What follows belongs to an exercise in optimizing a design on an open flow for small area and a short achievable clock period; a production flow would make more cautious choices.
No run shown here included a check of the RTL's function; only the layout flow was run.

### config.mk
export PLATFORM = sky130hd
export DESIGN_NAME = top_diannao_node_vMAX
export DESIGN_NICKNAME = top_diannao_node_vMAX
export VERILOG_FILES = /design/flow/design.v
export SDC_FILE = /design/flow/constraint.sdc
export NUM_CORES = 8
export LEC_CHECK = 0
export ABC_AREA = 1
export CAP_MARGIN = 10
export CORE_MARGIN = 2
export CORE_UTILIZATION = 40
export SETUP_SLACK_MARGIN = 5
export SLEW_MARGIN = 10
export SYNTH_HIERARCHICAL = 1
### design.v
module nfu_fa (input a, input b, input c, output s, output co);
    wire x = a ^ b;
    assign s = x ^ c;
    assign co = (a & b) | (c & x);
endmodule
module nfu_ha (input a, input b, output s, output co);
    assign s = a ^ b;
    assign co = a & b;
endmodule
module top_diannao_node_vMAX (
        clk,
        i_inputs,
        i_synapses,
        i_op,
        i_nbout,
        i_load,
        o_to_edram
    );
    input           clk;
    input  [255:0]  i_inputs;
    input  [255:0]  i_synapses;
    input  [0:0]    i_op;
    input  [15:0]   i_nbout;
    input           i_load;
    output [15:0]   o_to_edram;
    function [31:0] csa4;
        input [15:0] a, b, c, d;
        reg [15:0] x1, s1, c1, x2;
        begin
            x1 = a ^ b;
            s1 = x1 ^ c;
            c1 = {(a[14:0] & b[14:0]) | (c[14:0] & x1[14:0]), 1'b0};
            x2 = s1 ^ c1;
            csa4 = {(s1[14:0] & c1[14:0]) | (d[14:0] & x2[14:0]), 1'b0, x2 ^ d};
        end
    endfunction
    reg  [239:0] mag_a;
    reg  [239:0] mag_b;
    reg  [15:0]  sgn1;
    reg  [239:0] cs0, cs1;
    reg  [15:0]  csc;
    reg  [15:0]  sgn2;
    reg  [63:0]  gsum0, gmax;
    reg  [59:0]  gsum1;       
    reg  [15:0]  rsum0, rmax;
    reg  [15:1]  rsum1;
    reg  [15:0]  out_reg;     
    reg  [15:0]  out_copy;    
    assign o_to_edram = out_copy;
    wire [239:0] h0_all, h1_all;
    wire [15:0]  ci_all;
    wire [255:0] prod;
    genvar j, k;
    generate
        for (j = 0; j < 16; j = j + 1) begin : lane
            always @(posedge clk) begin
                mag_a[15*j +: 15] <= i_inputs[16*j +: 15];
                mag_b[15*j +: 15] <= i_synapses[16*j +: 15];
                sgn1[j]           <= i_inputs[16*j+15] ^ i_synapses[16*j+15];
            end
            wire [17:0] bq = {2'b00, mag_b[15*j +: 15], 1'b0};
            wire [7:0]  one0, two0, neg0;
            genvar i;
            for (i = 0; i < 8; i = i + 1) begin : dig
                assign one0[i] = bq[2*i+1] ^ bq[2*i];
                assign two0[i] = (bq[2*i+2] & ~bq[2*i+1] & ~bq[2*i]) | (~bq[2*i+2] & bq[2*i+1] & bq[2*i]);
                assign neg0[i] = bq[2*i+2];
            end
            wire [8:0]  ext = -{neg0[4], 1'b0, neg0[3], 1'b0, neg0[2], 1'b0, neg0[1], 1'b0, neg0[0]};
            wire [14:0] h0, h1;
            wire        ci;
            wire pp1;
            wire pp2;
            wire pp3;
            wire pp4;
            wire pp5;
            wire pp6;
            wire pp7;
            wire pp8;
            wire pp9;
            wire pp10;
            wire pp11;
            wire pp12;
            wire pp13;
            wire pp14;
            wire pp15;
            wire pp16;
            wire pp17;
            wire pp18;
            wire pp19;
            wire pp20;
            wire pp21;
            wire pp22;
            wire pp23;
            wire pp24;
            wire pp25;
            wire pp26;
            wire pp27;
            wire pp28;
            wire pp29;
            wire pp30;
            wire pp31;
            wire pp32;
            wire pp33;
            wire pp34;
            wire pp35;
            wire pp36;
            wire pp37;
            wire pp38;
            wire pp39;
            wire pp40;
            wire pp41;
            wire pp42;
            wire pp43;
            wire pp44;
            wire pp45;
            wire pp46;
            wire pp47;
            wire pp48;
            wire pp49;
            wire pp50;
            wire pp51;
            wire pp52;
            wire pp53;
            wire pp54;
            wire pp55;
            wire pp56;
            wire pp57;
            wire pp58;
            wire pp59;
            wire pp60;
            wire pp61;
            wire pp62;
            wire pp63;
            wire pp64;
            wire pp65;
            wire pp66;
            wire pp67;
            wire pp68;
            wire pp69;
            wire pp70;
            wire pp71;
            wire pp72;
            wire pp73;
            wire pp74;
            wire pp75;
            wire pp76;
            wire pp77;
            wire pp78;
            wire pp79;
            wire pp80;
            wire pp81;
            wire pp82;
            wire pp83;
            wire pp84;
            wire pp85;
            wire pp86;
            wire pp87;
            wire pp88;
            wire pp89;
            wire pp90;
            wire pp91;
            wire pp92;
            wire pp93;
            wire pp94;
            wire pp95;
            wire pp96;
            wire pp97;
            wire pp98;
            wire pp99;
            wire pp100;
            wire pp101;
            wire pp102;
            wire pp103;
            wire pp104;
            wire pp105;
            wire pp106;
            wire pp107;
            wire pp108;
            wire pp109;
            wire pp110;
            wire pp111;
            wire pp112;
            wire pp113;
            wire pp114;
            wire pp115;
            wire pp116;
            wire pp117;
            wire pp118;
            wire pp119;
            wire s120;
            wire c121;
            wire s122;
            wire c123;
            wire s124;
            wire c125;
            wire s126;
            wire c127;
            wire s128;
            wire c129;
            wire s130;
            wire c131;
            wire s132;
            wire c133;
            wire s134;
            wire c135;
            wire s136;
            wire c137;
            wire s138;
            wire c139;
            wire s140;
            wire c141;
            wire s142;
            wire c143;
            wire s144;
            wire c145;
            wire s146;
            wire c147;
            wire s148;
            wire c149;
            wire s150;
            wire c151;
            wire s152;
            wire c153;
            wire s154;
            wire c155;
            wire s156;
            wire c157;
            wire s158;
            wire c159;
            wire s160;
            wire c161;
            wire s162;
            wire c163;
            wire s164;
            wire c165;
            wire s166;
            wire c167;
            wire s168;
            wire c169;
            wire s170;
            wire c171;
            wire s172;
            wire c173;
            wire s174;
            wire c175;
            wire s176;
            wire c177;
            wire s178;
            wire c179;
            wire s180;
            wire c181;
            wire s182;
            wire c183;
            wire s184;
            wire c185;
            wire s186;
            wire c187;
            wire s188;
            wire c189;
            wire s190;
            wire c191;
            wire s192;
            wire c193;
            wire s194;
            wire c195;
            wire s196;
            wire c197;
            wire s198;
            wire c199;
            wire s200;
            wire c201;
            wire s202;
            wire c203;
            wire s204;
            wire c205;
            wire s206;
            wire c207;
            wire s208;
            wire c209;
            wire s210;
            wire c211;
            wire s212;
            wire c213;
            wire s214;
            wire c215;
            wire s216;
            wire c217;
            wire s218;
            wire c219;
            wire s220;
            wire c221;
            wire s222;
            wire c223;
            wire s224;
            wire c225;
            wire s226;
            wire c227;
            wire s228;
            wire c229;
            wire s230;
            wire c231;
            wire s232;
            wire c233;
            wire s234;
            wire c235;
            wire s236;
            wire c237;
            wire s238;
            wire c239;
            wire s240;
            wire c241;
            wire s242;
            wire c243;
            wire s244;
            wire c245;
            wire s246;
            wire c247;
            wire s248;
            wire c249;
            wire s250;
            wire c251;
            wire s252;
            wire c253;
            wire s254;
            wire c255;
            wire s256;
            wire c257;
            wire s258;
            wire c259;
            wire s260;
            wire c261;
            wire s262;
            wire c263;
            wire s264;
            wire c265;
            wire s266;
            wire c267;
            wire s268;
            wire c269;
            wire s270;
            wire c271;
            wire s272;
            wire c273;
            wire s274;
            wire c275;
            wire s276;
            wire c277;
            wire s278;
            wire c279;
            wire s280;
            wire c281;
            wire s282;
            wire c283;
            wire s284;
            wire c285;
            wire s286;
            wire c287;
            wire s288;
            wire c289;
            wire s290;
            wire c291;
            wire s292;
            wire c293;
            wire s294;
            wire c295;
            wire s296;
            wire c297;
            wire s298;
            wire c299;
            wire s300;
            wire c301;
            wire s302;
            wire c303;
            wire s304;
            wire c305;
            wire s306;
            wire c307;
            wire s308;
            wire c309;
            wire s310;
            wire c311;
            wire s312;
            wire c313;
            wire s314;
            wire c315;
            wire s316;
            wire c317;
            wire s318;
            wire c319;
            wire s320;
            wire c321;
            wire s322;
            wire c323;
            wire s324;
            wire c325;
            wire s326;
            wire c327;
            wire s328;
            wire c329;
            wire s330;
            wire c331;
            wire s332;
            wire c333;
            wire s334;
            wire c335;
            wire s336;
            wire c337;
            assign pp1 = ((one0[0] & mag_a[15*j+0])) ^ neg0[0];
            assign pp2 = ((one0[0] & mag_a[15*j+1]) | (two0[0] & mag_a[15*j+0])) ^ neg0[0];
            assign pp3 = ((one0[0] & mag_a[15*j+2]) | (two0[0] & mag_a[15*j+1])) ^ neg0[0];
            assign pp4 = ((one0[0] & mag_a[15*j+3]) | (two0[0] & mag_a[15*j+2])) ^ neg0[0];
            assign pp5 = ((one0[0] & mag_a[15*j+4]) | (two0[0] & mag_a[15*j+3])) ^ neg0[0];
            assign pp6 = ((one0[0] & mag_a[15*j+5]) | (two0[0] & mag_a[15*j+4])) ^ neg0[0];
            assign pp7 = ((one0[0] & mag_a[15*j+6]) | (two0[0] & mag_a[15*j+5])) ^ neg0[0];
            assign pp8 = ((one0[0] & mag_a[15*j+7]) | (two0[0] & mag_a[15*j+6])) ^ neg0[0];
            assign pp9 = ((one0[0] & mag_a[15*j+8]) | (two0[0] & mag_a[15*j+7])) ^ neg0[0];
            assign pp10 = ((one0[0] & mag_a[15*j+9]) | (two0[0] & mag_a[15*j+8])) ^ neg0[0];
            assign pp11 = ((one0[0] & mag_a[15*j+10]) | (two0[0] & mag_a[15*j+9])) ^ neg0[0];
            assign pp12 = ((one0[0] & mag_a[15*j+11]) | (two0[0] & mag_a[15*j+10])) ^ neg0[0];
            assign pp13 = ((one0[0] & mag_a[15*j+12]) | (two0[0] & mag_a[15*j+11])) ^ neg0[0];
            assign pp14 = ((one0[0] & mag_a[15*j+13]) | (two0[0] & mag_a[15*j+12])) ^ neg0[0];
            assign pp15 = ((one0[0] & mag_a[15*j+14]) | (two0[0] & mag_a[15*j+13])) ^ neg0[0];
            assign pp16 = ((two0[0] & mag_a[15*j+14])) ^ neg0[0];
            assign pp17 = ((one0[1] & mag_a[15*j+0])) ^ neg0[1];
            assign pp18 = ((one0[1] & mag_a[15*j+1]) | (two0[1] & mag_a[15*j+0])) ^ neg0[1];
            assign pp19 = ((one0[1] & mag_a[15*j+2]) | (two0[1] & mag_a[15*j+1])) ^ neg0[1];
            assign pp20 = ((one0[1] & mag_a[15*j+3]) | (two0[1] & mag_a[15*j+2])) ^ neg0[1];
            assign pp21 = ((one0[1] & mag_a[15*j+4]) | (two0[1] & mag_a[15*j+3])) ^ neg0[1];
            assign pp22 = ((one0[1] & mag_a[15*j+5]) | (two0[1] & mag_a[15*j+4])) ^ neg0[1];
            assign pp23 = ((one0[1] & mag_a[15*j+6]) | (two0[1] & mag_a[15*j+5])) ^ neg0[1];
            assign pp24 = ((one0[1] & mag_a[15*j+7]) | (two0[1] & mag_a[15*j+6])) ^ neg0[1];
            assign pp25 = ((one0[1] & mag_a[15*j+8]) | (two0[1] & mag_a[15*j+7])) ^ neg0[1];
            assign pp26 = ((one0[1] & mag_a[15*j+9]) | (two0[1] & mag_a[15*j+8])) ^ neg0[1];
            assign pp27 = ((one0[1] & mag_a[15*j+10]) | (two0[1] & mag_a[15*j+9])) ^ neg0[1];
            assign pp28 = ((one0[1] & mag_a[15*j+11]) | (two0[1] & mag_a[15*j+10])) ^ neg0[1];
            assign pp29 = ((one0[1] & mag_a[15*j+12]) | (two0[1] & mag_a[15*j+11])) ^ neg0[1];
            assign pp30 = ((one0[1] & mag_a[15*j+13]) | (two0[1] & mag_a[15*j+12])) ^ neg0[1];
            assign pp31 = ((one0[1] & mag_a[15*j+14]) | (two0[1] & mag_a[15*j+13])) ^ neg0[1];
            assign pp32 = ((two0[1] & mag_a[15*j+14])) ^ neg0[1];
            assign pp33 = ((one0[2] & mag_a[15*j+0])) ^ neg0[2];
            assign pp34 = ((one0[2] & mag_a[15*j+1]) | (two0[2] & mag_a[15*j+0])) ^ neg0[2];
            assign pp35 = ((one0[2] & mag_a[15*j+2]) | (two0[2] & mag_a[15*j+1])) ^ neg0[2];
            assign pp36 = ((one0[2] & mag_a[15*j+3]) | (two0[2] & mag_a[15*j+2])) ^ neg0[2];
            assign pp37 = ((one0[2] & mag_a[15*j+4]) | (two0[2] & mag_a[15*j+3])) ^ neg0[2];
            assign pp38 = ((one0[2] & mag_a[15*j+5]) | (two0[2] & mag_a[15*j+4])) ^ neg0[2];
            assign pp39 = ((one0[2] & mag_a[15*j+6]) | (two0[2] & mag_a[15*j+5])) ^ neg0[2];
            assign pp40 = ((one0[2] & mag_a[15*j+7]) | (two0[2] & mag_a[15*j+6])) ^ neg0[2];
            assign pp41 = ((one0[2] & mag_a[15*j+8]) | (two0[2] & mag_a[15*j+7])) ^ neg0[2];
            assign pp42 = ((one0[2] & mag_a[15*j+9]) | (two0[2] & mag_a[15*j+8])) ^ neg0[2];
            assign pp43 = ((one0[2] & mag_a[15*j+10]) | (two0[2] & mag_a[15*j+9])) ^ neg0[2];
            assign pp44 = ((one0[2] & mag_a[15*j+11]) | (two0[2] & mag_a[15*j+10])) ^ neg0[2];
            assign pp45 = ((one0[2] & mag_a[15*j+12]) | (two0[2] & mag_a[15*j+11])) ^ neg0[2];
            assign pp46 = ((one0[2] & mag_a[15*j+13]) | (two0[2] & mag_a[15*j+12])) ^ neg0[2];
            assign pp47 = ((one0[2] & mag_a[15*j+14]) | (two0[2] & mag_a[15*j+13])) ^ neg0[2];
            assign pp48 = ((two0[2] & mag_a[15*j+14])) ^ neg0[2];
            assign pp49 = ((one0[3] & mag_a[15*j+0])) ^ neg0[3];
            assign pp50 = ((one0[3] & mag_a[15*j+1]) | (two0[3] & mag_a[15*j+0])) ^ neg0[3];
            assign pp51 = ((one0[3] & mag_a[15*j+2]) | (two0[3] & mag_a[15*j+1])) ^ neg0[3];
            assign pp52 = ((one0[3] & mag_a[15*j+3]) | (two0[3] & mag_a[15*j+2])) ^ neg0[3];
            assign pp53 = ((one0[3] & mag_a[15*j+4]) | (two0[3] & mag_a[15*j+3])) ^ neg0[3];
            assign pp54 = ((one0[3] & mag_a[15*j+5]) | (two0[3] & mag_a[15*j+4])) ^ neg0[3];
            assign pp55 = ((one0[3] & mag_a[15*j+6]) | (two0[3] & mag_a[15*j+5])) ^ neg0[3];
            assign pp56 = ((one0[3] & mag_a[15*j+7]) | (two0[3] & mag_a[15*j+6])) ^ neg0[3];
            assign pp57 = ((one0[3] & mag_a[15*j+8]) | (two0[3] & mag_a[15*j+7])) ^ neg0[3];
            assign pp58 = ((one0[3] & mag_a[15*j+9]) | (two0[3] & mag_a[15*j+8])) ^ neg0[3];
            assign pp59 = ((one0[3] & mag_a[15*j+10]) | (two0[3] & mag_a[15*j+9])) ^ neg0[3];
            assign pp60 = ((one0[3] & mag_a[15*j+11]) | (two0[3] & mag_a[15*j+10])) ^ neg0[3];
            assign pp61 = ((one0[3] & mag_a[15*j+12]) | (two0[3] & mag_a[15*j+11])) ^ neg0[3];
            assign pp62 = ((one0[3] & mag_a[15*j+13]) | (two0[3] & mag_a[15*j+12])) ^ neg0[3];
            assign pp63 = ((one0[3] & mag_a[15*j+14]) | (two0[3] & mag_a[15*j+13])) ^ neg0[3];
            assign pp64 = ((two0[3] & mag_a[15*j+14])) ^ neg0[3];
            assign pp65 = ((one0[4] & mag_a[15*j+0])) ^ neg0[4];
            assign pp66 = ((one0[4] & mag_a[15*j+1]) | (two0[4] & mag_a[15*j+0])) ^ neg0[4];
            assign pp67 = ((one0[4] & mag_a[15*j+2]) | (two0[4] & mag_a[15*j+1])) ^ neg0[4];
            assign pp68 = ((one0[4] & mag_a[15*j+3]) | (two0[4] & mag_a[15*j+2])) ^ neg0[4];
            assign pp69 = ((one0[4] & mag_a[15*j+4]) | (two0[4] & mag_a[15*j+3])) ^ neg0[4];
            assign pp70 = ((one0[4] & mag_a[15*j+5]) | (two0[4] & mag_a[15*j+4])) ^ neg0[4];
            assign pp71 = ((one0[4] & mag_a[15*j+6]) | (two0[4] & mag_a[15*j+5])) ^ neg0[4];
            assign pp72 = ((one0[4] & mag_a[15*j+7]) | (two0[4] & mag_a[15*j+6])) ^ neg0[4];
            assign pp73 = ((one0[4] & mag_a[15*j+8]) | (two0[4] & mag_a[15*j+7])) ^ neg0[4];
            assign pp74 = ((one0[4] & mag_a[15*j+9]) | (two0[4] & mag_a[15*j+8])) ^ neg0[4];
            assign pp75 = ((one0[4] & mag_a[15*j+10]) | (two0[4] & mag_a[15*j+9])) ^ neg0[4];
            assign pp76 = ((one0[4] & mag_a[15*j+11]) | (two0[4] & mag_a[15*j+10])) ^ neg0[4];
            assign pp77 = ((one0[4] & mag_a[15*j+12]) | (two0[4] & mag_a[15*j+11])) ^ neg0[4];
            assign pp78 = ((one0[4] & mag_a[15*j+13]) | (two0[4] & mag_a[15*j+12])) ^ neg0[4];
            assign pp79 = ((one0[4] & mag_a[15*j+14]) | (two0[4] & mag_a[15*j+13])) ^ neg0[4];
            assign pp80 = ((two0[4] & mag_a[15*j+14])) ^ neg0[4];
            assign pp81 = ((one0[5] & mag_a[15*j+0])) ^ neg0[5];
            assign pp82 = ((one0[5] & mag_a[15*j+1]) | (two0[5] & mag_a[15*j+0])) ^ neg0[5];
            assign pp83 = ((one0[5] & mag_a[15*j+2]) | (two0[5] & mag_a[15*j+1])) ^ neg0[5];
            assign pp84 = ((one0[5] & mag_a[15*j+3]) | (two0[5] & mag_a[15*j+2])) ^ neg0[5];
            assign pp85 = ((one0[5] & mag_a[15*j+4]) | (two0[5] & mag_a[15*j+3])) ^ neg0[5];
            assign pp86 = ((one0[5] & mag_a[15*j+5]) | (two0[5] & mag_a[15*j+4])) ^ neg0[5];
            assign pp87 = ((one0[5] & mag_a[15*j+6]) | (two0[5] & mag_a[15*j+5])) ^ neg0[5];
            assign pp88 = ((one0[5] & mag_a[15*j+7]) | (two0[5] & mag_a[15*j+6])) ^ neg0[5];
            assign pp89 = ((one0[5] & mag_a[15*j+8]) | (two0[5] & mag_a[15*j+7])) ^ neg0[5];
            assign pp90 = ((one0[5] & mag_a[15*j+9]) | (two0[5] & mag_a[15*j+8])) ^ neg0[5];
            assign pp91 = ((one0[5] & mag_a[15*j+10]) | (two0[5] & mag_a[15*j+9])) ^ neg0[5];
            assign pp92 = ((one0[5] & mag_a[15*j+11]) | (two0[5] & mag_a[15*j+10])) ^ neg0[5];
            assign pp93 = ((one0[5] & mag_a[15*j+12]) | (two0[5] & mag_a[15*j+11])) ^ neg0[5];
            assign pp94 = ((one0[5] & mag_a[15*j+13]) | (two0[5] & mag_a[15*j+12])) ^ neg0[5];
            assign pp95 = ((one0[5] & mag_a[15*j+14]) | (two0[5] & mag_a[15*j+13])) ^ neg0[5];
            assign pp96 = ((one0[6] & mag_a[15*j+0])) ^ neg0[6];
            assign pp97 = ((one0[6] & mag_a[15*j+1]) | (two0[6] & mag_a[15*j+0])) ^ neg0[6];
            assign pp98 = ((one0[6] & mag_a[15*j+2]) | (two0[6] & mag_a[15*j+1])) ^ neg0[6];
            assign pp99 = ((one0[6] & mag_a[15*j+3]) | (two0[6] & mag_a[15*j+2])) ^ neg0[6];
            assign pp100 = ((one0[6] & mag_a[15*j+4]) | (two0[6] & mag_a[15*j+3])) ^ neg0[6];
            assign pp101 = ((one0[6] & mag_a[15*j+5]) | (two0[6] & mag_a[15*j+4])) ^ neg0[6];
            assign pp102 = ((one0[6] & mag_a[15*j+6]) | (two0[6] & mag_a[15*j+5])) ^ neg0[6];
            assign pp103 = ((one0[6] & mag_a[15*j+7]) | (two0[6] & mag_a[15*j+6])) ^ neg0[6];
            assign pp104 = ((one0[6] & mag_a[15*j+8]) | (two0[6] & mag_a[15*j+7])) ^ neg0[6];
            assign pp105 = ((one0[6] & mag_a[15*j+9]) | (two0[6] & mag_a[15*j+8])) ^ neg0[6];
            assign pp106 = ((one0[6] & mag_a[15*j+10]) | (two0[6] & mag_a[15*j+9])) ^ neg0[6];
            assign pp107 = ((one0[6] & mag_a[15*j+11]) | (two0[6] & mag_a[15*j+10])) ^ neg0[6];
            assign pp108 = ((one0[6] & mag_a[15*j+12]) | (two0[6] & mag_a[15*j+11])) ^ neg0[6];
            assign pp109 = ((one0[7] & mag_a[15*j+0])) ^ 1'b0;
            assign pp110 = ((one0[7] & mag_a[15*j+1]) | (two0[7] & mag_a[15*j+0])) ^ 1'b0;
            assign pp111 = ((one0[7] & mag_a[15*j+2]) | (two0[7] & mag_a[15*j+1])) ^ 1'b0;
            assign pp112 = ((one0[7] & mag_a[15*j+3]) | (two0[7] & mag_a[15*j+2])) ^ 1'b0;
            assign pp113 = ((one0[7] & mag_a[15*j+4]) | (two0[7] & mag_a[15*j+3])) ^ 1'b0;
            assign pp114 = ((one0[7] & mag_a[15*j+5]) | (two0[7] & mag_a[15*j+4])) ^ 1'b0;
            assign pp115 = ((one0[7] & mag_a[15*j+6]) | (two0[7] & mag_a[15*j+5])) ^ 1'b0;
            assign pp116 = ((one0[7] & mag_a[15*j+7]) | (two0[7] & mag_a[15*j+6])) ^ 1'b0;
            assign pp117 = ((one0[7] & mag_a[15*j+8]) | (two0[7] & mag_a[15*j+7])) ^ 1'b0;
            assign pp118 = ((one0[7] & mag_a[15*j+9]) | (two0[7] & mag_a[15*j+8])) ^ 1'b0;
            assign pp119 = ((one0[7] & mag_a[15*j+10]) | (two0[7] & mag_a[15*j+9])) ^ 1'b0;
            nfu_ha HA121 (.a(sgn1[j]), .b(neg0[4]), .s(s120), .co(c121));
            nfu_ha HA123 (.a(sgn1[j]), .b(pp10), .s(s122), .co(c123));
            nfu_fa FA125 (.a(neg0[5]), .b(pp11), .c(pp25), .s(s124), .co(c125));
            nfu_ha HA127 (.a(pp12), .b(pp26), .s(s126), .co(c127));
            nfu_fa FA129 (.a(neg0[6]), .b(pp13), .c(pp27), .s(s128), .co(c129));
            nfu_ha HA131 (.a(pp41), .b(pp55), .s(s130), .co(c131));
            nfu_fa FA133 (.a(pp14), .b(pp28), .c(pp42), .s(s132), .co(c133));
            nfu_ha HA135 (.a(pp56), .b(pp70), .s(s134), .co(c135));
            nfu_fa FA137 (.a(pp15), .b(pp29), .c(pp43), .s(s136), .co(c137));
            nfu_fa FA139 (.a(pp57), .b(pp71), .c(pp85), .s(s138), .co(c139));
            nfu_fa FA141 (.a(pp16), .b(pp30), .c(pp44), .s(s140), .co(c141));
            nfu_fa FA143 (.a(pp58), .b(pp72), .c(pp86), .s(s142), .co(c143));
            nfu_fa FA145 (.a(ext[0]), .b(pp31), .c(pp45), .s(s144), .co(c145));
            nfu_fa FA147 (.a(pp59), .b(pp73), .c(pp87), .s(s146), .co(c147));
            nfu_fa FA149 (.a(ext[1]), .b(pp32), .c(pp46), .s(s148), .co(c149));
            nfu_fa FA151 (.a(pp60), .b(pp74), .c(pp88), .s(s150), .co(c151));
            nfu_fa FA153 (.a(ext[2]), .b(pp47), .c(pp61), .s(s152), .co(c153));
            nfu_ha HA155 (.a(pp75), .b(pp89), .s(s154), .co(c155));
            nfu_fa FA157 (.a(ext[3]), .b(pp48), .c(pp62), .s(s156), .co(c157));
            nfu_ha HA159 (.a(pp76), .b(pp90), .s(s158), .co(c159));
            nfu_fa FA161 (.a(ext[4]), .b(pp63), .c(pp77), .s(s160), .co(c161));
            nfu_ha HA163 (.a(ext[5]), .b(pp64), .s(s162), .co(c163));
            nfu_ha HA165 (.a(sgn1[j]), .b(neg0[2]), .s(s164), .co(c165));
            nfu_ha HA167 (.a(sgn1[j]), .b(pp6), .s(s166), .co(c167));
            nfu_fa FA169 (.a(sgn1[j]), .b(neg0[3]), .c(pp7), .s(s168), .co(c169));
            nfu_ha HA171 (.a(pp21), .b(pp35), .s(s170), .co(c171));
            nfu_fa FA173 (.a(sgn1[j]), .b(pp8), .c(pp22), .s(s172), .co(c173));
            nfu_ha HA175 (.a(pp36), .b(pp50), .s(s174), .co(c175));
            nfu_fa FA177 (.a(pp9), .b(pp23), .c(pp37), .s(s176), .co(c177));
            nfu_fa FA179 (.a(pp51), .b(pp65), .c(s120), .s(s178), .co(c179));
            nfu_fa FA181 (.a(pp24), .b(pp38), .c(pp52), .s(s180), .co(c181));
            nfu_fa FA183 (.a(pp66), .b(c121), .c(s122), .s(s182), .co(c183));
            nfu_fa FA185 (.a(pp39), .b(pp53), .c(pp67), .s(s184), .co(c185));
            nfu_fa FA187 (.a(pp81), .b(c123), .c(s124), .s(s186), .co(c187));
            nfu_fa FA189 (.a(pp40), .b(pp54), .c(pp68), .s(s188), .co(c189));
            nfu_fa FA191 (.a(pp82), .b(s126), .c(c125), .s(s190), .co(c191));
            nfu_fa FA193 (.a(pp69), .b(pp83), .c(pp96), .s(s192), .co(c193));
            nfu_fa FA195 (.a(c127), .b(s130), .c(s128), .s(s194), .co(c195));
            nfu_fa FA197 (.a(pp84), .b(pp97), .c(c131), .s(s196), .co(c197));
            nfu_fa FA199 (.a(s134), .b(c129), .c(s132), .s(s198), .co(c199));
            nfu_fa FA201 (.a(pp98), .b(pp109), .c(c135), .s(s200), .co(c201));
            nfu_fa FA203 (.a(c133), .b(s136), .c(s138), .s(s202), .co(c203));
            nfu_fa FA205 (.a(pp99), .b(pp110), .c(c137), .s(s204), .co(c205));
            nfu_fa FA207 (.a(c139), .b(s140), .c(s142), .s(s206), .co(c207));
            nfu_fa FA209 (.a(pp100), .b(pp111), .c(c141), .s(s208), .co(c209));
            nfu_fa FA211 (.a(c143), .b(s144), .c(s146), .s(s210), .co(c211));
            nfu_fa FA213 (.a(pp101), .b(pp112), .c(c145), .s(s212), .co(c213));
            nfu_fa FA215 (.a(c147), .b(s148), .c(s150), .s(s214), .co(c215));
            nfu_fa FA217 (.a(pp102), .b(pp113), .c(s154), .s(s216), .co(c217));
            nfu_fa FA219 (.a(c149), .b(c151), .c(s152), .s(s218), .co(c219));
            nfu_fa FA221 (.a(pp103), .b(pp114), .c(c155), .s(s220), .co(c221));
            nfu_fa FA223 (.a(s158), .b(c153), .c(s156), .s(s222), .co(c223));
            nfu_fa FA225 (.a(pp91), .b(pp104), .c(pp115), .s(s224), .co(c225));
            nfu_fa FA227 (.a(c159), .b(c157), .c(s160), .s(s226), .co(c227));
            nfu_fa FA229 (.a(pp78), .b(pp92), .c(pp105), .s(s228), .co(c229));
            nfu_fa FA231 (.a(pp116), .b(s162), .c(c161), .s(s230), .co(c231));
            nfu_fa FA233 (.a(ext[6]), .b(pp79), .c(pp93), .s(s232), .co(c233));
            nfu_fa FA235 (.a(pp106), .b(pp117), .c(c163), .s(s234), .co(c235));
            nfu_fa FA237 (.a(ext[7]), .b(pp80), .c(pp94), .s(s236), .co(c237));
            nfu_ha HA239 (.a(pp107), .b(pp118), .s(s238), .co(c239));
            nfu_fa FA241 (.a(ext[8]), .b(pp95), .c(pp108), .s(s240), .co(c241));
            nfu_ha HA243 (.a(sgn1[j]), .b(neg0[1]), .s(s242), .co(c243));
            nfu_ha HA245 (.a(sgn1[j]), .b(pp4), .s(s244), .co(c245));
            nfu_fa FA247 (.a(pp5), .b(pp19), .c(pp33), .s(s246), .co(c247));
            nfu_fa FA249 (.a(pp20), .b(pp34), .c(c165), .s(s248), .co(c249));
            nfu_fa FA251 (.a(pp49), .b(c167), .c(s170), .s(s250), .co(c251));
            nfu_fa FA253 (.a(c171), .b(s174), .c(c169), .s(s252), .co(c253));
            nfu_fa FA255 (.a(c175), .b(c173), .c(s176), .s(s254), .co(c255));
            nfu_fa FA257 (.a(c177), .b(c179), .c(s180), .s(s256), .co(c257));
            nfu_fa FA259 (.a(c181), .b(s184), .c(c183), .s(s258), .co(c259));
            nfu_fa FA261 (.a(c185), .b(s188), .c(s190), .s(s260), .co(c261));
            nfu_fa FA263 (.a(c189), .b(s192), .c(c191), .s(s262), .co(c263));
            nfu_fa FA265 (.a(c193), .b(s196), .c(c195), .s(s264), .co(c265));
            nfu_fa FA267 (.a(c197), .b(s200), .c(c199), .s(s266), .co(c267));
            nfu_fa FA269 (.a(c201), .b(s204), .c(c203), .s(s268), .co(c269));
            nfu_fa FA271 (.a(c205), .b(s208), .c(c207), .s(s270), .co(c271));
            nfu_fa FA273 (.a(c209), .b(s212), .c(c211), .s(s272), .co(c273));
            nfu_fa FA275 (.a(c213), .b(s216), .c(c215), .s(s274), .co(c275));
            nfu_fa FA277 (.a(c217), .b(s220), .c(c219), .s(s276), .co(c277));
            nfu_fa FA279 (.a(s224), .b(c221), .c(c223), .s(s278), .co(c279));
            nfu_fa FA281 (.a(c225), .b(s228), .c(s230), .s(s280), .co(c281));
            nfu_fa FA283 (.a(c229), .b(s232), .c(s234), .s(s282), .co(c283));
            nfu_fa FA285 (.a(s238), .b(c233), .c(s236), .s(s284), .co(c285));
            nfu_fa FA287 (.a(pp119), .b(c239), .c(c237), .s(s286), .co(c287));
            nfu_ha HA289 (.a(sgn1[j]), .b(neg0[0]), .s(s288), .co(c289));
            nfu_ha HA291 (.a(sgn1[j]), .b(pp2), .s(s290), .co(c291));
            nfu_fa FA293 (.a(pp3), .b(pp17), .c(s242), .s(s292), .co(c293));
            nfu_fa FA295 (.a(pp18), .b(c243), .c(s244), .s(s294), .co(c295));
            nfu_fa FA297 (.a(s164), .b(c245), .c(s246), .s(s296), .co(c297));
            nfu_fa FA299 (.a(s166), .b(c247), .c(s248), .s(s298), .co(c299));
            nfu_fa FA301 (.a(c249), .b(s168), .c(s250), .s(s300), .co(c301));
            nfu_fa FA303 (.a(s172), .b(c251), .c(s252), .s(s302), .co(c303));
            nfu_fa FA305 (.a(s178), .b(c253), .c(s254), .s(s304), .co(c305));
            nfu_fa FA307 (.a(s182), .b(c255), .c(s256), .s(s306), .co(c307));
            nfu_fa FA309 (.a(c257), .b(s186), .c(s258), .s(s308), .co(c309));
            nfu_fa FA311 (.a(c187), .b(c259), .c(s260), .s(s310), .co(c311));
            nfu_fa FA313 (.a(s194), .b(s262), .c(c261), .s(s312), .co(c313));
            nfu_fa FA315 (.a(s198), .b(c263), .c(s264), .s(s314), .co(c315));
            nfu_fa FA317 (.a(s202), .b(c265), .c(s266), .s(s316), .co(c317));
            nfu_fa FA319 (.a(s206), .b(c267), .c(s268), .s(s318), .co(c319));
            nfu_fa FA321 (.a(s210), .b(c269), .c(s270), .s(s320), .co(c321));
            nfu_fa FA323 (.a(s214), .b(c271), .c(s272), .s(s322), .co(c323));
            nfu_fa FA325 (.a(s218), .b(c273), .c(s274), .s(s324), .co(c325));
            nfu_fa FA327 (.a(s222), .b(c275), .c(s276), .s(s326), .co(c327));
            nfu_fa FA329 (.a(s226), .b(c277), .c(s278), .s(s328), .co(c329));
            nfu_fa FA331 (.a(c227), .b(c279), .c(s280), .s(s330), .co(c331));
            nfu_fa FA333 (.a(c231), .b(s282), .c(c281), .s(s332), .co(c333));
            nfu_fa FA335 (.a(c235), .b(s284), .c(c283), .s(s334), .co(c335));
            nfu_fa FA337 (.a(s240), .b(s286), .c(c285), .s(s336), .co(c337));
            wire [9:0] la = {s306, s304, s302, s300, s298, s296, s294, s292, s290, s288};
            wire [9:0] lb = {c305, c303, c301, c299, c297, c295, c293, c291, c289, pp1};
            wire [9:0] lg = la & lb;
            wire [9:0] lp = la | lb;
            wire g10 = lg[1] | (lp[1] & lg[0]);
            wire g32 = lg[3] | (lp[3] & lg[2]), p32 = lp[3] & lp[2];
            wire g54 = lg[5] | (lp[5] & lg[4]), p54 = lp[5] & lp[4];
            wire g76 = lg[7] | (lp[7] & lg[6]), p76 = lp[7] & lp[6];
            wire g98 = lg[9] | (lp[9] & lg[8]), p98 = lp[9] & lp[8];
            wire g30 = g32 | (p32 & g10);
            wire g74 = g76 | (p76 & g54), p74 = p76 & p54;
            wire g70 = g74 | (p74 & g30);
            assign ci = g98 | (p98 & g70);
            assign h0 = {s336, s334, s332, s330, s328, s326, s324, s322, s320, s318, s316, s314, s312, s310, s308};
            assign h1 = {c335, c333, c331, c329, c327, c325, c323, c321, c319, c317, c315, c313, c311, c309, c307};
            assign h0_all[15*j +: 15] = h0;
            assign h1_all[15*j +: 15] = h1;
            assign ci_all[j] = ci;
            wire [15:0] psum = {cs0[15*j +: 15], 1'b1} + {cs1[15*j +: 15], csc[j]};
            assign prod[16*j +: 16] = {sgn2[j], psum[15:1]};
        end
    endgenerate
    wire [63:0] gsum0_d, gsum1_d, gmax_d;
    generate
        for (k = 0; k < 4; k = k + 1) begin : grp
            wire [15:0] p0 = prod[64*k +: 16];
            wire [15:0] p1 = prod[64*k+16 +: 16];
            wire [15:0] p2 = prod[64*k+32 +: 16];
            wire [15:0] p3 = prod[64*k+48 +: 16];
            assign {gsum1_d[16*k +: 16], gsum0_d[16*k +: 16]} = csa4(p0, p1, p2, p3);
            nfu_max4 GM (p0, p1, p2, p3, gmax_d[16*k +: 16]);
        end
    endgenerate
    wire [15:0] gs0 = gsum0[15:0]  + {gsum1[14:0],  1'b0};
    wire [15:0] gs1 = gsum0[31:16] + {gsum1[29:15], 1'b0};
    wire [15:0] gs2 = gsum0[47:32] + {gsum1[44:30], 1'b0};
    wire [15:0] gs3 = gsum0[63:48] + {gsum1[59:45], 1'b0};
    wire [31:0] ss = csa4(gs0, gs1, gs2, gs3);
    wire [15:0] sm;
    nfu_max4 SM (gs0, gs1, gs2, gs3, sm);
    wire [31:0] ms = csa4(gmax[15:0], gmax[31:16], gmax[47:32], gmax[63:48]);
    wire [15:0] mm;
    nfu_max4t MM (gmax[15:0], gmax[31:16], gmax[47:32], gmax[63:48], mm);
    wire [15:0] rs1 = {rsum1, 1'b0};
    wire [15:0] fx  = rsum0 ^ rs1;
    wire [15:0] fs  = fx ^ out_reg;
    wire [15:0] fc  = {(rsum0[14:0] & rs1[14:0]) | (out_reg[14:0] & fx[14:0]), 1'b0};
    wire [15:0] fin_sum = fs + fc;
    wire        take;
    nfu_gt16 FC (rmax, out_reg, take);
    wire [15:0] fin_max = take ? rmax : out_reg;
    wire [15:0] fin     = i_op[0] ? fin_max : fin_sum;
    wire [15:0] fin_max_c = ({16{take}} & rmax) | ({16{~take}} & out_reg);
    wire [15:0] fin_c     = i_op[0] ? fin_max_c : fin_sum;
    always @(posedge clk) begin
        cs0     <= h0_all;
        cs1     <= h1_all;
        csc     <= ci_all;
        sgn2    <= sgn1;
        gsum0   <= gsum0_d;
        gsum1   <= {gsum1_d[63:49], gsum1_d[47:33], gsum1_d[31:17], gsum1_d[15:1]};
        gmax    <= gmax_d;
        rsum0   <= i_op[0] ? ms[15:0]  : ss[15:0];
        rsum1   <= i_op[0] ? ms[31:17] : ss[31:17];
        rmax    <= i_op[0] ? mm : sm;
        out_reg <= i_load ? fin : i_nbout;
        out_copy <= i_load ? fin_c : i_nbout;
    end
endmodule
module nfu_gt16 (input [15:0] a, input [15:0] b, output y);
    reg [15:0] G, P, Gn, Pn;
    integer i, d;
    always @(*) begin
        G = a & ~b;
        P = a | ~b;
        for (d = 1; d < 16; d = d * 2) begin
            for (i = 0; i < 16; i = i + 1) begin
                if (i % (2*d) == 2*d-1) begin
                    Gn[i] = G[i] | (P[i] & G[i-d]);
                    Pn[i] = P[i] & P[i-d];
                end else begin
                    Gn[i] = G[i];
                    Pn[i] = P[i];
                end
            end
            G = Gn;
            P = Pn;
        end
    end
    assign y = G[15];
endmodule
module nfu_max4 (input [15:0] a, input [15:0] b, input [15:0] c, input [15:0] d, output [15:0] y);
    wire ab, ac, ad, bc, bd, cd;
    nfu_gt16 C0 (a, b, ab);
    nfu_gt16 C1 (a, c, ac);
    nfu_gt16 C2 (a, d, ad);
    nfu_gt16 C3 (b, c, bc);
    nfu_gt16 C4 (b, d, bd);
    nfu_gt16 C5 (c, d, cd);
    assign y = ({16{ab & ac & ad}} & a) | ({16{~ab & bc & bd}} & b) |
               ({16{~ac & ~bc & cd}} & c) | ({16{~ad & ~bd & ~cd}} & d);
endmodule
module nfu_max4t (input [15:0] a, input [15:0] b, input [15:0] c, input [15:0] d, output [15:0] y);
    wire g0, g1, g2;
    nfu_gt16 C0 (a, b, g0);
    nfu_gt16 C1 (c, d, g1);
    wire [15:0] m0 = g0 ? a : b;
    wire [15:0] m1 = g1 ? c : d;
    nfu_gt16 C2 (m0, m1, g2);
    assign y = g2 ? m0 : m1;
endmodule
### constraint.sdc
create_clock -name core_clock -period 12.0 [get_ports {clk}]
set_input_delay 2.4000 -clock core_clock [delete_from_list [all_inputs] [get_ports {clk}]]
set_output_delay 2.4000 -clock core_clock [all_outputs]
set_load 0.01 [all_outputs]
### standard.sh
#!/bin/bash
# synth_recipe.tcl (not shown) runs the flow's synth.tcl, then flattens the netlist and writes it again
# the make line also repeats each setting of config.mk as NAME=value (left out here)
make -C /OpenROAD-flow-scripts/flow DESIGN_CONFIG=/design/flow/config.mk WORK_HOME=/design/flow/orfs CLKGATE_MAP_FILE= SYNTH_SCRIPT=/design/flow/synth_recipe.tcl "${@:-finish}"
### flow/run.sh
#!/bin/bash
# Standard ORFS layout (the standard.sh, standard synthesis unchanged), with
# extra settings for timing repair, clock tree and port buffers.
set -euo pipefail
bash standard.sh SETUP_SLACK_MARGIN=8.2 "CTS_ARGS=-sink_clustering_enable -repair_clock_nets -sink_clustering_size 30 -sink_clustering_max_diameter 80 -dont_use_dummy_load -distance_between_buffers 300" "BUFFER_PORTS_ARGS=-buffer_cell sky130_fd_sc_hd__buf_1" finish > standard.log 2>&1
==> run summary, run 1 <==
maximum achievable frequency approximately 270 MHz; global-route wire length before repair between 500000 and 600000 microns; count of flip-flops with a built-in enable after synthesis 16; Avg Inst Size Synth about 8.5 sq um; post-layout minimum cycle time about 3.8 ns; run status finished clean; startpoint type of the worst setup path register; vias in the first global route 103200; final weighted congestion in routability-driven placement 0.898; Final TNS setup 0 ns; Core Box Area between 0.3 and 0.4 sq mm; FF/Latch Area 0.0258 sq mm; First-pass DRT Iterations 6; multi-input gate area in the final layout 0.0963 sq mm; arrival time reported for the critical path endpoint around 1.4 ns; std cell rows between 200 and 250; overall routing resource usage 21.7%; maximum fanout encountered on the critical timing path 1; Wirelength per Cell 18.4 microns; Mapped Cells about 15000; final cycle utilization of the critical path 31.4%; number of buffers on the longest clock path 3; count of nets left with antenna violations after detail routing 0; number of slew-limit violations in the final report 0; clock-pin slew of the registers on the worst-case setup and hold paths around 0.090 ns; Setup-failing EPs final 0; clock skew around 0.11 ns; Die Ht between 500 and 600 microns; hold_ws 0.573 ns; First DRT Iteration DRCs approximately 7600; unrepaired setup endpoints after global routing yes; path type of the worst min-delay path register to register; slowest cell delay on critical path 0.44 ns; required time worst endpoint roughly 9.6 ns; cell chosen for the clock root clkbuf_16; max-cap violations 0; async set-or-reset flop fraction in the synthesized netlist 0%; Die X-Extent roughly 580 microns; number of nets in the layout approximately 19000; Worst slew margin between 20% and 30%; synth warn 8; count of fill cells added during filler insertion approximately 32000; leading post-synthesis cells by cell area fa_1, dfxtp_1, xor2_1; combined buffer and inverter count along the critical path 1; Congestion Overflow GR 0; Post-CTS Hold Fix Bufs 0; final HPWL from detailed placement approximately 280000 microns; Post-Synth XOR/XNOR Area between 10% and 20%; final number of hold-violating endpoints 0; dominant synthesized flop cell dfxtp_1; portion of the post-synthesis area used by sequential elements 19.6%; total number of vias approximately 110k; Mapped Nets 18242; number of different library cells in the post-synthesis netlist 60; type of the worst setup path register to primary output; average vias per placed instance 5.24; starting utilization of the core area 40.3%; multiplexer share of the synthesized area less than 1%; share of the core filled with cells in the final layout about 44%; DRC violation count after routing 0; clock sink count 1275; pin count of the biggest net entering global routing 73; port buffer count approximately 550; CTS tree yes; fraction of the mapped netlist area in compound gates between 10% and 20%; CP max-delay cell dfxtp_4; # H-tree levels 3; worst slew pin tran 1.19 ns; die outline area about 0.33 sq mm; initial antenna violation count 12; share of cells above drive strength 1 under 10%; worst-skew pair later-pin latency 0.82 ns; Synth Area in Simple Gates around an eighth; Syn-to-layout area delta 10.2%; area of the mapped netlist approximately 0.13 sq mm; register bit total from synthesis around 1300; kind of cell with the highest combined delay on the critical path flip-flops; CP Capture Type primary output; number of I/O pins between 500 and 600; area share of fa/ha/maj cells after synthesis 31.5%; cell accounting for the most synthesized area fa_1; total routed wirelength roughly 370000 microns; largest family of logic cells by synthesized area adder cells; post-synth top area share between 20% and 30%; worst-path cell chain buf_6; number of buffers added by the clock tree synthesis step 112
cells in the final DEF, fill, tap and decap left out, types with 102 or more instances in the layout:
cell / synthesis / routed
ha_1: 605 / 598
fa_1: 1681 / 1678
nand3_1: 423 / 419
dfxtp_1: 1259 / 1197
buf_4: 22 / 301
o22ai_1: 1765 / 1764
nand2_1: 2281 / 2215
nor2_1: 1076 / 1046
buf_1: 38 / 528
xor2_1: 1898 / 1809
o21ai_0: 332 / 329
a21oi_1: 528 / 499
nand2_2: 73 / 114
xnor2_1: 122 / 102
clkbuf_16: 0 / 127
inv_1: 1914 / 1843
per-layer routing:
| metal | global-route usage (%) | up-vias | routed length [microns] |
|---|---|---|---|
| li1 | - | 50573 | - |
| met1 | 30.6 | 51218 | 168000 |
| met3 | 3.01 | 386 | 21900 |
| met2 | 35.2 | 3110 | 170000 |
| met5 | 0 | - | 41 |
| met4 | 5.10 | 6 | 8510 |
synth_stat cells (51+ instances only):
master / count
fa_1: 1681
nand2_1: 2281
nand3_2: 51
a21oi_1: 528
o21ai_0: 332
dfxtp_1: 1259
buf_2: 295
nor3_1: 60
clkbuf_1: 332
xor2_1: 1898
inv_1: 1914
xnor2_1: 122
o22ai_1: 1765
nand2_2: 73
ha_1: 605
nor2_1: 1076
o21ai_1: 104
nand3_1: 423
o21ai_2: 72
clkinv_1: 66
worst paths after layout:
check / start / endpoint / slack [ns] / depth (start not counted)
setup / recovery: out_copy[15]$_DFF_P_ / o_to_edram[15] / 8.23 / 1
hold / removal: sgn1[10]$_DFF_P_ / sgn2[10]$_DFF_P_ / 0.57 / 1
setup reg to reg: mag_b[198]$_DFF_P_ / csc[13]$_DFF_P_ / 8.33 / 11
hold reg to reg: sgn1[10]$_DFF_P_ / sgn2[10]$_DFF_P_ / 0.57 / 1
repair_timing:
| action | CTS | global route |
|---|---|---|
| buffers inserted | 18 | 197 |
| cloned | 1 | 19 |
| pin swaps | 12 | 83 |
| hold endpoints to repair | 0 | 0 |
| endpoints found under the setup margin | 486 | 338 |
| gates resized for setup | 217 | 487 |
area by class of cell:
type / instances / share of cell area (%)
multi-input combinational: 11420 / 66.8
sequential: 1275 / 17.9
inverter: 2009 / 5.31
timing repair buffer: 947 / 4.29
tap: 4325 / 3.75
clock buffer: 112 / 1.94
timing repair inverter: 2 / 0.00694
antenna: 3 / 0.00521
Yosys stat by module (local to each module, per instance):
module / area (sq um) / flops+latches / times used / cells
nfu_max4: 837 / 0 / 5 / 173
nfu_gt16: 333 / 0 / 34 / 79
nfu_fa: 20.0 / 0 / 1472 / 1
nfu_ha: 12.5 / 0 / 272 / 1
top_diannao_node_vMAX: 81400 / 1275 / 1 / 9910
nfu_max4t: 1010 / 0 / 1 / 220
metrics by stage:
| stage | cells | instance area, sq um | setup slack, ns |
|---|---|---|---|
| after floorplan | 15425 | 131000 | 8.29 |
| after global placement | 19742 | 136000 | 6.31 |
| final | 20093 | 144000 | 8.23 |
| after detailed placement | 19743 | 136000 | 6.24 |
| after global routing | 20091 | 144000 | 8.16 |
| after CTS | 19874 | 140000 | 8.13 |
logic make-up (layout without fill, tap and decap cells):
family | Yosys count | after routing
xor gates and xnor gates | 2020 | 2020
buffers and inverters | 2733 | 3070
muxes | 10 | 10
other | 0 | 3
DFF | 1275 | 1275
adders and majority gates | 2286 | 2286
AOI/OAI and AO/OA | 2958 | 2958
and+or+nand+nor | 4143 | 4146
==> run 2, diff against run 1 <==
==> flow/run.sh (replaced) <==
#!/bin/bash
# Standard ORFS layout (the standard.sh, standard synthesis unchanged), with
# extra settings for timing repair, clock tree and port buffers.
set -euo pipefail
bash standard.sh SETUP_SLACK_MARGIN=8.3 "CTS_ARGS=-sink_clustering_enable -repair_clock_nets -sink_clustering_size 30 -sink_clustering_max_diameter 80 -dont_use_dummy_load -distance_between_buffers 300" "BUFFER_PORTS_ARGS=-buffer_cell sky130_fd_sc_hd__buf_1" finish > standard.log 2>&1
==> run 2 against run 1 <==
Critical path depth unchanged. Sequential share of layout area down 0.31 points. Synthesized area stayed put. Non-clock buffer count up 198. Synthesized cell count is the same. Via count rose by 1.3%. Global-route usage about the same. Critical path type unchanged. Flip-flop and latch count unchanged. Cell count rose by 1.0%. Utilization increased by 0.92 points. Cell area grew 2.1%.
==> run summary, run 2 <==
clock-pin slew of the registers on the worst-case setup and hold paths 0.10 ns; Die Ht 576 microns; Post-CTS Hold Fix Bufs 0; DRC violation count after routing 0; number of nets in the layout 18783; number of different library cells in the post-synthesis netlist 60; run status finished clean; kind of cell with the highest combined delay on the critical path flip-flops; worst slew pin tran 1.24 ns; share of cells above drive strength 1 between 10% and 20%; Final TNS setup 0 ns; cell chosen for the clock root clkbuf_16; path type of the worst min-delay path register to register; Syn-to-layout area delta 12.5%; area of the mapped netlist between 0.1 and 0.15 sq mm; pin count of the biggest net entering global routing between 70 and 80; overall routing resource usage between 20% and 30%; Commonest cells post-synth nand2_1, inv_1, xor2_1; initial antenna violation count 14; synth warn 8; Mapped Cells around 15000; CP Capture Type primary output; total number of vias around 110k; starting utilization of the core area between 40 and 50%; # H-tree levels 3; leading post-synthesis cells by cell area fa_1, dfxtp_1, xor2_1; final cycle utilization of the critical path between 30% and 40%; global-route wire length before repair roughly 580000 microns; post-synth top area share 25.7%; First-pass DRT Iterations 9; Mapped Nets 18242; maximum achievable frequency roughly 270 MHz; top library cells by usage in the layout, fill and taps aside nand2_1, inv_1, xor2_1, o22ai_1, fa_1; final HPWL from detailed placement 282000 microns; maximum fanout encountered on the critical timing path 1; commonest non-fill, non-tap cell in the layout nand2_1; portion of the post-synthesis area used by sequential elements about a fifth; Die X-Extent roughly 580 microns; final weighted congestion in routability-driven placement between 0.8 and 0.9; worst-path cell chain buf_6; number of buffers on the longest clock path 3; unrepaired setup endpoints after global routing yes; async set-or-reset flop fraction in the synthesized netlist 0%; Final Non-Filler Cells 20294; count of flip-flops with a built-in enable after synthesis 16; Core Box Area approximately 0.32 sq mm; leading cell type by number of instances after synthesis nand2_1; pre-CTS setup slack ~6.6 ns; Worst slew margin between 10% and 20%; arrival time reported for the critical path endpoint roughly 1.3 ns; max-cap violations 0; worst-skew pair later-pin latency 0.80 ns; Wirelength per Cell around 18 microns; total routed wirelength 375000 microns; dpl cells just under 20000; post-layout worst setup margin approximately 8.3 ns; First DRT Iteration DRCs 8602; number of slew-limit violations in the final report 0; vias in the first global route approximately 100k; final number of hold-violating endpoints 0; std cell rows ~210; average vias per placed instance between 5 and 6; post-layout minimum cycle time between 3 and 4 ns; required time worst endpoint ~9.6 ns; count of nets left with antenna violations after detail routing 0; slowest cell delay on critical path 0.43 ns; startpoint type of the worst setup path register; Avg Inst Size Synth 8.48 sq um; Congestion Overflow GR 0; hold_ws between 0.5 and 0.6 ns; dominant synthesized flop cell dfxtp_1; die outline area about 0.33 sq mm; clock skew 0.0851 ns; register bit total from synthesis around 1300; number of I/O pins around 550; Setup-failing EPs final 0; CTS tree yes; number of buffers added by the clock tree synthesis step between 100 and 150; port buffer count about 550; CP max-delay cell dfxtp_4; combined buffer and inverter count along the critical path 1; clock sink count between 1000 and 1500; type of the worst setup path register to primary output; cell accounting for the most synthesized area fa_1
==> run 2: cell count changes in the layout (fill, tap and decap cells not counted), sizes merged <==
| cell | previous run | this run |
|---|---|---|
| buf | 927 | 1115 |
| clkbuf | 132 | 140 |
| nand3 | 487 | 490 |
| clkinv | 65 | 63 |
| clkinvlp | 18 | 20 |
| diode | 3 | 5 |
==> run 2: area by class of cell <==
cell class / instances / area (sq um)
Tap cell: 4325 / 5410
Timing Repair inverter: 2 / 10.0
Clock buffer: 110 / 2750
Sequential cell: 1275 / 25900
Multi-Input combinational cell: 11423 / 97200
Fill cell: 31677 / 178000
Antenna cell: 5 / 12.5
Timing Repair Buffer: 1145 / 8200
Inverter: 2009 / 7680
==> run 2: cells by family after synthesis <==
kind of cell	synth area share, %
AND/OR/NAND/NOR	13.2
AO/OA/AOI/OAI	13.6
buffers and inverters	8.44
adder cells (fa/ha/maj)	31.5
XOR/XNOR	13.5
flip-flops	19.6
multiplexers	0.0765
==> run 2: what timing repair did <==
action,4_1_cts,5_1_grt
endpoints found under the hold margin,0,0
pin swaps,22,124
gates resized for setup,369,635
endpoints found under the setup margin,545,365
buffers inserted,55,350
gates cloned,2,36
==> run 2: final timing paths <==
kind / start / to / slack [ns] / cells past startpoint
max reg2reg: mag_b[97]$_DFF_P_ / cs0[96]$_DFF_P_ / 8.43 / 10
max: out_copy[15]$_DFF_P_ / o_to_edram[15] / 8.26 / 1
min: sgn1[3]$_DFF_P_ / sgn2[3]$_DFF_P_ / 0.57 / 1
min reg2reg: sgn1[3]$_DFF_P_ / sgn2[3]$_DFF_P_ / 0.57 / 1
==> run 2: modules after synthesis (local to each module, per instance) <==
module                 cells  times used
nfu_fa                     1        1472
nfu_gt16                  79          34
nfu_ha                     1         272
nfu_max4                 173           5
nfu_max4t                220           1
top_diannao_node_vMAX   9910           1
==> run 2: routing by layer <==
metal | global-route usage [%] | up-vias | share of wire, %
met5 | 0 | - | 0.084
met4 | 5.11 | 8 | 2.4
met3 | 2.72 | 417 | 6.1
met2 | 35.4 | 3366 | 46
met1 | 30.5 | 51850 | 45
li1 | - | 50969 | -
==> run 2: metrics by stage <==
| step | utilization (%) | cell area [sq um] |
|---|---|---|
| floorplan | - | 131000 |
| global placement | 41.9 | 136000 |
| detailed placement | 41.9 | 136000 |
| CTS | 43.4 | 141000 |
| global route | 45.3 | 147000 |
| finish | 45.3 | 147000 |

afterwards: timing with drivers on the ports:
The results above use ideal ports. As a check the final layouts listed here were re-extracted and re-timed, cells and wires unchanged.
Step 1 sets driving cells, clkbuf_16 on the clock port and buf_2 on the other inputs (assumed; they add their load-dependent delay and slew).
Step 2, shift: input delay + t, output delay - t, t = (earliest + latest rising clock arrival at the registers) / 2. This alone moves slack from input paths to output paths.
Slacks: ideal / step 1 / step 2; pairs: ideal / step 1.
| run | shift t [ns] | setup WS [ns] | worst setup path after step 2 | worst data-port slew with drivers (ns) | cell pins on the clock port's net |
|---|---|---|---|---|---|
| run 1 | 0.875 | 8.232 / 8.125 / 7.548 | input to register | 0.14 | 1 |
| run 2 | 0.870 | 8.256 / 8.157 / 7.613 | input to register | 0.14 | 1 |
After both steps every run listed still meets setup and hold. For run 1, which loses most, drivers alone change the setup slack by -0.107 ns; drivers and shift together by -0.684 ns.
